Background: an optimization exercise with open tools, aiming at small area. Do not read the settings as production practice.
Only simulation tests tie the RTL to the original design; equivalence was not proved.
No activity file was given, so power comes from the tool's default toggle rates.

$ cat flow/run.sh
#!/bin/bash
# synth_recipe.tcl (not shown) runs the flow's synth.tcl, then flattens the netlist and writes it again
# the make line also repeats each setting of config.mk as NAME=value (left out here)
make -C /OpenROAD-flow-scripts/flow DESIGN_CONFIG=/design/flow/config.mk WORK_HOME=/design/flow/orfs CLKGATE_MAP_FILE= SYNTH_SCRIPT=/design/flow/synth_recipe.tcl finish
$ cat flow/design.v
module PongGame
(
	input CLOCK_50,
	input [3:0] KEY,
	input [9:0] SW,
	output logic VGA_BLANK_N,
	output logic VGA_SYNC_N,
	output logic VGA_HS,
	output logic VGA_VS,
	output logic [7:0] VGA_R,
	output logic [7:0] VGA_G,
	output logic [7:0] VGA_B
);
	function automatic [16:0] add(input [16:0] a, input [16:0] b, input ci);
		logic c;
		c = ci;
		for (int i = 0; i < 17; i++) begin
			add[i] = a[i] ^ b[i] ^ c;
			c = (a[i] & b[i]) | (c & (a[i] ^ b[i]));
		end
	endfunction
	function automatic lt(input [16:0] a, input [16:0] b);
		logic c;
		c = 1'b0;
		for (int i = 0; i < 17; i++)
			c = (~a[i] & b[i]) | (~(a[i] ^ b[i]) & c);
		lt = c;
	endfunction
	function automatic inr(input [16:0] a, input [16:0] lo, input [16:0] hi);
		inr = ~lt(a, lo) & ~lt(hi, a);
	endfunction
	wire rst = SW[9];
	logic [10:0] h;
	logic [9:0]  v;
	wire hEnd = h[10] & h[4];                        
	wire vEnd = v[9] & v[7] & v[4] & v[3] & v[1];    
	always_ff @(posedge CLOCK_50) begin
		h <= (rst | hEnd) ? 11'd0 : 11'(add(17'(h), 17'd0, 1'b1));
		v <= (rst | vEnd) ? 10'd0 : 10'(add(17'(v), 17'd0, hEnd));
	end
	wire visible = lt(17'(h), 17'd800) & lt(17'(v), 17'd600);
	assign VGA_BLANK_N = visible;
	assign VGA_HS = ~inr(17'(h), 17'd856, 17'd975);
	assign VGA_VS = ~inr(17'(v), 17'd637, 17'd642);
	assign VGA_SYNC_N = VGA_HS | VGA_VS;
	logic [5:0] cnt;
	always_ff @(posedge CLOCK_50)
		cnt <= rst ? 6'd0 : 6'(add(17'(cnt), 17'd0, 1'b1));
	wire tick = (cnt == 6'd1);
	logic [9:0] ly, ry;
	wire lUp = ~KEY[2] &  KEY[3];
	wire lDn =  KEY[2] & ~KEY[3];
	wire rUp = ~KEY[0] &  KEY[1];
	wire rDn =  KEY[0] & ~KEY[1];
	wire lInc = lDn & ~(ly[9] & ly[4] & ly[1]);    
	wire lDec = lUp & (|ly[9:1]);                  
	wire rInc = rDn & ~(ry[9] & ry[4] & ry[1]);
	wire rDec = rUp & (|ry[9:1]);
	always_ff @(posedge CLOCK_50) begin
		if (tick) begin
			ly <= 10'(add(17'(ly), 17'({{9{lDec}}, lInc | lDec}), 1'b0));
			ry <= 10'(add(17'(ry), 17'({{9{rDec}}, rInc | rDec}), 1'b0));
		end else if (rst) begin
			ly <= 10'd265;
			ry <= 10'd265;
		end
	end
	logic [15:0] bx;        
	logic [16:0] by;        
	logic        vr;        
	logic [1:0]  vm;        
	logic        vxs, vys;  
	logic [3:0]  lt_, lo_, rt_, ro_;  
	wire [9:0]  left = bx[15:6];
	wire [10:0] top  = by[16:6];
	wire scoreR = (~|bx[15:7]) & vxs;                  
	wire scoreL = ~lt(17'(left), 17'd791) & ~vxs;      
	wire        sel = left[9];                         
	wire [9:0]  bt  = sel ? ry : ly;
	wire [10:0] q   = 11'(add(17'(top), 17'(~{1'b0, bt}), 1'b1));
	wire [10:0] qa = q;
	wire qLow  = ~lt(17'(q), 17'd2039);                 
	wire qHigh = lt(17'(q), 17'd71);                    
	wire dOK   = (qLow | qHigh) & lt(17'(top), 17'd2039);
	wire btLT5 = lt(17'(bt), 17'd5);
	wire btGE3 = ~lt(17'(bt), 17'd3);
	logic [2:0] k;
	always_comb begin
		if      (qLow | lt(17'(qa), 17'd1))  k = 3'd0;
		else if (lt(17'(qa), 17'd11)) k = 3'd1;
		else if (lt(17'(qa), 17'd21)) k = 3'd2;
		else if (lt(17'(qa), 17'd31)) k = 3'd3;
		else if (lt(17'(qa), 17'd41)) k = 3'd4;
		else if (lt(17'(qa), 17'd51)) k = 3'd5;
		else if (lt(17'(qa), 17'd61)) k = 3'd6;
		else                          k = 3'd7;
	end
	wire inSec = dOK & ~((k == 3'd0) & btLT5);
	wire [1:0] km = k[2] ? ~k[1:0] : k[1:0];
	wire V = sel ? (inr(17'(left), 17'd749, 17'd751) & ~vxs)
	             : (inr(17'(left), 17'd39, 17'd41) & vxs);
	wire H = sel ? inr(17'(left), 17'd751, 17'd769)
	             : inr(17'(left), 17'd21, 17'd39);
	wire topHit = inr(17'(q), 17'd2036, 17'd2039) & btGE3 & ~vys;    
	wire botHit = inr(17'(q), 17'd69, 17'd72) & vys;                  
	wire wall = (lt(17'(top), 17'd3) & vys) | (inr(17'(top), 17'd590, 17'd2038) & ~vys);
	wire flip = wall | (~V & H & (topHit | botHit));
	wire paddle = ~wall & V & inSec;
	logic nr, nxs, nys;
	logic [1:0] nm;
	always_comb begin
		nr = vr; nm = vm; nxs = vxs; nys = vys;
		if (flip)
			nys = ~vys;
		else if (paddle) begin
			nr = 1'b0; nm = km; nxs = sel; nys = ~k[2];
		end
	end
	logic [7:0] xmag, ymag, xv, yv;
	always_comb begin
		case (nm)
			2'd0: begin xmag = 8'd59; ymag = 8'd102; end
			2'd1: begin xmag = 8'd77; ymag = 8'd77;  end
			2'd2: begin xmag = 8'd86; ymag = 8'd50;  end
			default: begin xmag = 8'd87; ymag = 8'd23; end
		endcase
		if (nr) begin
			xv = nxs ? 8'hCF : 8'd48;         
			yv = nys ? 8'hD0 : 8'd48;         
		end else begin
			xv = nxs ? ~xmag + 8'd1 : xmag;
			yv = nys ? ~ymag + 8'd1 : ymag;
		end
	end
	wire restart = rst | (tick & (scoreR | scoreL));
	wire [7:0] xadd = tick ? xv : 8'd0;
	wire [7:0] yadd = tick ? yv : 8'd0;
	always_ff @(posedge CLOCK_50) begin
		if (restart) begin
			bx <= 16'd25280;      
			by <= 17'd18880;      
		end else begin
			bx <= 16'(add(17'(bx), 17'({{8{xadd[7]}}, xadd}), 1'b0));
			by <= add(by, {{9{yadd[7]}}, yadd}, 1'b0);
		end
		if (rst) begin
			vr <= 1'b1; vm <= 2'd0; vxs <= 1'b0; vys <= 1'b0;
		end else if (tick) begin
			if (scoreR | scoreL) begin
				vr <= 1'b1; vm <= 2'd0; vxs <= scoreL; vys <= 1'b0;
			end else begin
				vr <= nr; vm <= nm; vxs <= nxs; vys <= nys;
			end
		end
		if (rst) begin
			lt_ <= 4'd0; lo_ <= 4'd0; rt_ <= 4'd0; ro_ <= 4'd0;
		end else if (tick) begin
			if (scoreL) begin
				if (lt_ == 4'd12 && lo_ == 4'd7) begin lt_ <= 4'd0; lo_ <= 4'd0; end
				else if (lo_ == 4'd9) begin lt_ <= 4'(add(17'(lt_), 17'd0, 1'b1)); lo_ <= 4'd0; end
				else lo_ <= 4'(add(17'(lo_), 17'd0, 1'b1));
			end
			if (scoreR) begin
				if (rt_ == 4'd12 && ro_ == 4'd7) begin rt_ <= 4'd0; ro_ <= 4'd0; end
				else if (ro_ == 4'd9) begin rt_ <= 4'(add(17'(rt_), 17'd0, 1'b1)); ro_ <= 4'd0; end
				else ro_ <= 4'(add(17'(ro_), 17'd0, 1'b1));
			end
		end
	end
	wire [11:0] dxb = 12'(add(17'(h), 17'(~{2'b0, left}), 1'b1));    
	wire [11:0] dyb = 12'(add(17'(v), 17'(~{1'b0, top}), 1'b1));     
	wire drawBallV = lt(17'(dxb), 17'd10) & lt(17'(dyb), 17'd10);
	wire ballOrigin = ~|left & ~|top;
	wire [9:0]  bd  = h[9] ? ry : ly;
	wire [10:0] dyp = 11'(add(17'(v), 17'(~{1'b0, bd}), 1'b1));    
	wire barRow = lt(17'(dyp), 17'd70);
	wire drawLBar = inr(17'(h), 17'd30, 17'd39) & barRow;
	wire drawRBar = inr(17'(h), 17'd760, 17'd769) & barRow;
	wire drawLine = inr(17'(h), 17'd397, 17'd400) & ~v[4];
	logic [3:0] dig;
	logic inDig;
	always_comb begin
		dig = 4'd15; inDig = 1'b0;
		if      (inr(17'(h), 17'd320, 17'd344)) begin dig = lt_; inDig = 1'b1; end
		else if (inr(17'(h), 17'd355, 17'd379)) begin dig = lo_; inDig = 1'b1; end
		else if (inr(17'(h), 17'd410, 17'd434)) begin dig = rt_; inDig = 1'b1; end
		else if (inr(17'(h), 17'd445, 17'd469)) begin dig = ro_; inDig = 1'b1; end
	end
	wire xL = inr(17'(h), 17'd320, 17'd327) | inr(17'(h), 17'd355, 17'd362)
	        | inr(17'(h), 17'd410, 17'd417) | inr(17'(h), 17'd445, 17'd452);
	wire xR = inr(17'(h), 17'd336, 17'd344) | inr(17'(h), 17'd371, 17'd379)
	        | inr(17'(h), 17'd426, 17'd434) | inr(17'(h), 17'd461, 17'd469);
	wire yA  = inr(17'(v), 17'd10, 17'd19);
	wire yAC = inr(17'(v), 17'd10, 17'd39);
	wire yC  = inr(17'(v), 17'd30, 17'd39);
	wire yCE = inr(17'(v), 17'd30, 17'd59);
	wire yE  = inr(17'(v), 17'd50, 17'd59);
	logic sa, sb, sc, sd, se, sf, sg;
	always_comb begin
		case (dig)
			4'd0: {sa,sb,sc,sd,se,sf,sg} = 7'b1111110;
			4'd1: {sa,sb,sc,sd,se,sf,sg} = 7'b0000110;
			4'd2: {sa,sb,sc,sd,se,sf,sg} = 7'b1011011;
			4'd3: {sa,sb,sc,sd,se,sf,sg} = 7'b1001111;
			4'd4: {sa,sb,sc,sd,se,sf,sg} = 7'b0100111;
			4'd5: {sa,sb,sc,sd,se,sf,sg} = 7'b1101101;
			4'd6: {sa,sb,sc,sd,se,sf,sg} = 7'b1111101;
			4'd7: {sa,sb,sc,sd,se,sf,sg} = 7'b1000110;
			4'd8: {sa,sb,sc,sd,se,sf,sg} = 7'b1111111;
			4'd9: {sa,sb,sc,sd,se,sf,sg} = 7'b1100111;
			default: {sa,sb,sc,sd,se,sf,sg} = 7'b0000000;
		endcase
	end
	wire drawScore = inDig & ((yA & sa) | (yE & sd) | (yC & sg)
	                        | (xL & ((yAC & sb) | (yCE & sc)))
	                        | (xR & ((yAC & sf) | (yCE & se))));
	wire pBall = visible ? drawBallV : ballOrigin;
	wire pGrey = visible & (drawScore | drawLine);
	wire pLBar = visible & drawLBar;
	wire pRBar = visible & drawRBar;
	always_comb begin
		if (pBall)
			{VGA_R, VGA_G, VGA_B} = {8'hFF, 8'hFF, 8'hFF};
		else if (pGrey)
			{VGA_R, VGA_G, VGA_B} = {8'hA0, 8'hA0, 8'hA0};
		else if (pLBar)
			{VGA_R, VGA_G, VGA_B} = {8'hFF, 8'h60, 8'h60};
		else if (pRBar)
			{VGA_R, VGA_G, VGA_B} = {8'h60, 8'h60, 8'hFF};
		else
			{VGA_R, VGA_G, VGA_B} = 24'h000000;
	end
endmodule
$ cat flow/constraint.sdc
create_clock -name core_clock -period 20.0 [get_ports {CLOCK_50}]
set_input_delay 4.0000 -clock core_clock [delete_from_list [all_inputs] [get_ports {CLOCK_50}]]
set_output_delay 4.0000 -clock core_clock [all_outputs]
set_load 0.01 [all_outputs]
$ cat flow/config.mk
export PLATFORM = sky130hd
export DESIGN_NAME = PongGame
export DESIGN_NICKNAME = PongGame
export VERILOG_FILES = /design/flow/design.v
export SDC_FILE = /design/flow/constraint.sdc
export NUM_CORES = 4
export LEC_CHECK = 0
export CAP_MARGIN = 20
export CORE_MARGIN = 2
export CORE_UTILIZATION = 40
export SLEW_MARGIN = 20
==> results.txt <==
-- cells by family after synthesis --
logic type / synth area share, %
simple gates: 20.9
compound gates: 12.7
fa+ha+maj: 27.9
buf+inv: 6.91
flops: 26.4
mux: 3.45
xor+xnor: 1.67
-- worst max path at each step --
stage          startpoint      to
6_report           bx[15]  by[16]
5_1_grt            bx[15]  by[16]
4_1_cts            bx[15]  by[16]
3_5_place_dp       bx[15]  by[16]
3_3_place_gp       bx[15]  by[16]
2_1_floorplan      bx[15]  by[16]
-- registers in the layout, summed over array words and instances (netlist names), 6 cells and up --
signal	cells
v	10
by	17
cnt	6
ly	10
ry	10
bx	16
h	11
-- synthesized netlist by cell type (13+ instances only) --
cell type	number	area (um^2)
dfxtp_1	81	1620
fa_1	81	1620
inv_1	79	297
nor2_1	70	263
ha_1	58	726
and2_1	52	325
nand2_1	43	161
a21oi_1	34	170
nand3_1	32	160
o21ai_0	32	160
nor3_1	31	155
clkbuf_1	23	86.3
edfxtp_1	20	601
buf_4	18	135
mux2i_1	15	150
nor4_1	13	81.3
or3_1	13	81.3
-- where the power goes --
group / switching, mW / internal, mW / total, mW
clock: 0.0884 / 0.0904 / 0.179
combinational: 0.0972 / 0.0737 / 0.171
sequential: 0.0317 / 0.225 / 0.257
total: 0.217 / 0.389 / 0.606
-- metrics by stage --
step	utilization [%]	hold WS, ps	area, um^2	total power [mW]
after floorplan	-	421	8400	0.385
after global placement	42.7	436	8880	0.429
after detailed placement	42.7	449	8880	0.431
after CTS	44.1	464	9180	0.612
after global routing	44.1	477	9190	0.648
final	44.1	458	9190	0.606
-- layer usage --
layer,vias to the layer above,global-route usage [%],wire length [um]
met4,0,4.10,250
met3,18,3.33,808
met5,-,0,0
met2,147,28.5,8820
met1,3099,25.7,9200
li1,3110,-,-
-- area by class of cell --
type | instances | area [um^2] | area share, %
clock inverters | 6 | 55.1 | 0.599
repair buffers | 43 | 405 | 4.41
multi-input cells | 662 | 5630 | 61.2
flip-flops and latches | 101 | 2220 | 24.2
well taps | 275 | 344 | 3.75
clock buffers | 10 | 239 | 2.60
inverters | 79 | 297 | 3.23
-- layout by cell type, fill, tap and decap left out, types with 20 or more instances in the layout --
master	n
dfxtp_1	81
o21ai_0	32
inv_1	79
nor2_1	70
and2_1	52
edfxtp_1	20
nand3_1	32
nand2_1	43
fa_1	81
ha_1	58
clkdlybuf4s50_1	33
nor3_1	31
a21oi_1	34
==> impl_metrics.csv <==
group,metric,value,unit
hold_path,worstHoldEndpoint,"cnt[0]",
critical_path,rr_endpoint,"by[16]",
clocking,cts.sinks,101,
power,powerDensity,66.0,mW/mm^2
hold_path,holdPathStages,1,
clocking,path_clk_slew,80,ps
critical_path,rrSetupSlack,6870,ps
timing,max_slew_margin,26.5,%
critical_path,cpMostUsedCell,"fa_1",
timing,rsz0062_at_grt,"false",
critical_path,crit_type,"flop to flop",
clocking,post_cts_resized,0,
drt,dr.pass1.iters,5,
timing,finalSetupViolCount,0,
floorplan,die_w,149,um
global_route,grt_pass1_wl,31700,um
critical_path,cpPeakStageDelay,640,ps
timing,finalWorstSetupSlack,6870,ps
floorplan,die_area,0.0222,mm^2
placed_design,post-place-ws,6870,ps
global_route,grt_max_degree,44,
drt,routed_wl,19100,um
global_route,grt_use_total,18.0,%
global_route,grt_pass1_vias,6054,
floorplan,initial_core_util,40.4,%
critical_path,worstPathMaxFanout,10,
critical_path,ff2ff_path_depth,42,
critical_path,arrival,13380,ps
critical_path,cp_data_required_time,20260,ps
yosys,synth_cell_types,76,
clocking,clk_latency,360,ps
yosys,syn_nets,1046,
critical_path,timing.rr.start,"bx[15]",
floorplan,rows,53,
drt,first_iter_violations,363,
final_layout,final_cells,1176,
yosys,avgSynthCellArea,9.42,um^2
drt,antenna_left,0,
yosys,yosys_warnings,1,
yosys,async_flop_share,0,%
timing,fin_crit_sh,65.6,%
timing,final.setup.tns,0,ps
global_route,antenna_found_initial,0,
timing,fmax,0.0762,GHz
floorplan,io_pins,43,
critical_path,crit_path_end_kind,"flop",
clocking,clockRootBuffer,"clkbuf_16",
critical_path,cp-start-kind,"flop",
floorplan,chipHeight,149,um
final_layout,fillers,2052,
placed_design,port_buffers,33,
outcome,run_status,"timing/DRC/antenna clean",
drt,drc_errors,0,
drt,num_vias,6374,
hold_path,hold_class,"flop to flop",
final_layout,synthToLayoutAreaGrowth,9.32,%
drt,wire_per_inst,16.2,um
placed_design,dp_hpwl,14300,um
placed_design,numPlacedInstances,1160,
yosys,ys_ff_latch,101,
timing,hold_viol,0,
job,maxCapViolations,0,
critical_path,critPathTopFamily,"adder cells",
power,ir_drop,0.0368,mV
floorplan,coreArea,0.0208,mm^2
timing,fin_worst_skew,8.60,ps
timing,fin_crit,13130,ps
yosys,syn-cell-area,0.00840,mm^2
final_layout,layout-drive-gt1-share,5.88,%
drt,avgViaCountPerCell,5.42,
clocking,htreeDepth,3,
yosys,synth_edf_count,20,
final_layout,antenna_cells,0,
power,leakagePower,3.68,nW
placed_design,gp_congestion,0.904,
critical_path,path_depth,42,
critical_path,critical-path-slowest-cell,"dfxtp_1",
hold_path,hp-start,"cnt[0]",
yosys,synthCells,892,
critical_path,critical_path_buf_inv_count,4,
clocking,cts_hold_buf,0,
global_route,gr-total-overflow,0,
final_layout,final_nets,1050,
timing,tightest_slew,1090,ps
clocking,clock_path_buffers,2,
yosys,ys_seq_area_share,26.4,%
timing,maxSlewViolCount,0,
clocking,post_cts_buffers,0,
clocking,cts_buffers,9,
clocking,cts_tree,"yes",
yosys,synth_flop_cell,"dfxtp_1",

separate check: timing with driven ports:
No port has a modelled driver above. Below, the same layout with a new extraction and two added sets of constraints.
Step 1: set_driving_cell puts a clkbuf_16 on CLOCK_50 and a buf_2 on each other input, an assumption about the parent block.
Step 2 moves the port delays by t, midway between the first and last clock arrival at a register: inputs arrive t later, outputs are due t later. That takes back most of the time a late clock gives input paths.
Three values: ideal ports, drivers, drivers and shift; two values: the first two.
t, ns: 0.405
slack for setup (ns): 6.874 / 6.874 / 6.874
hold WS [ns]: 0.458 / 0.458 / 0.458
worst setup path at the end: register to register
cell pins on the clock port's net: 1
After both steps setup and hold are still met in this run. The setup slack of this run moves by 0.000 ns with the drivers and by 0.000 ns with both steps.
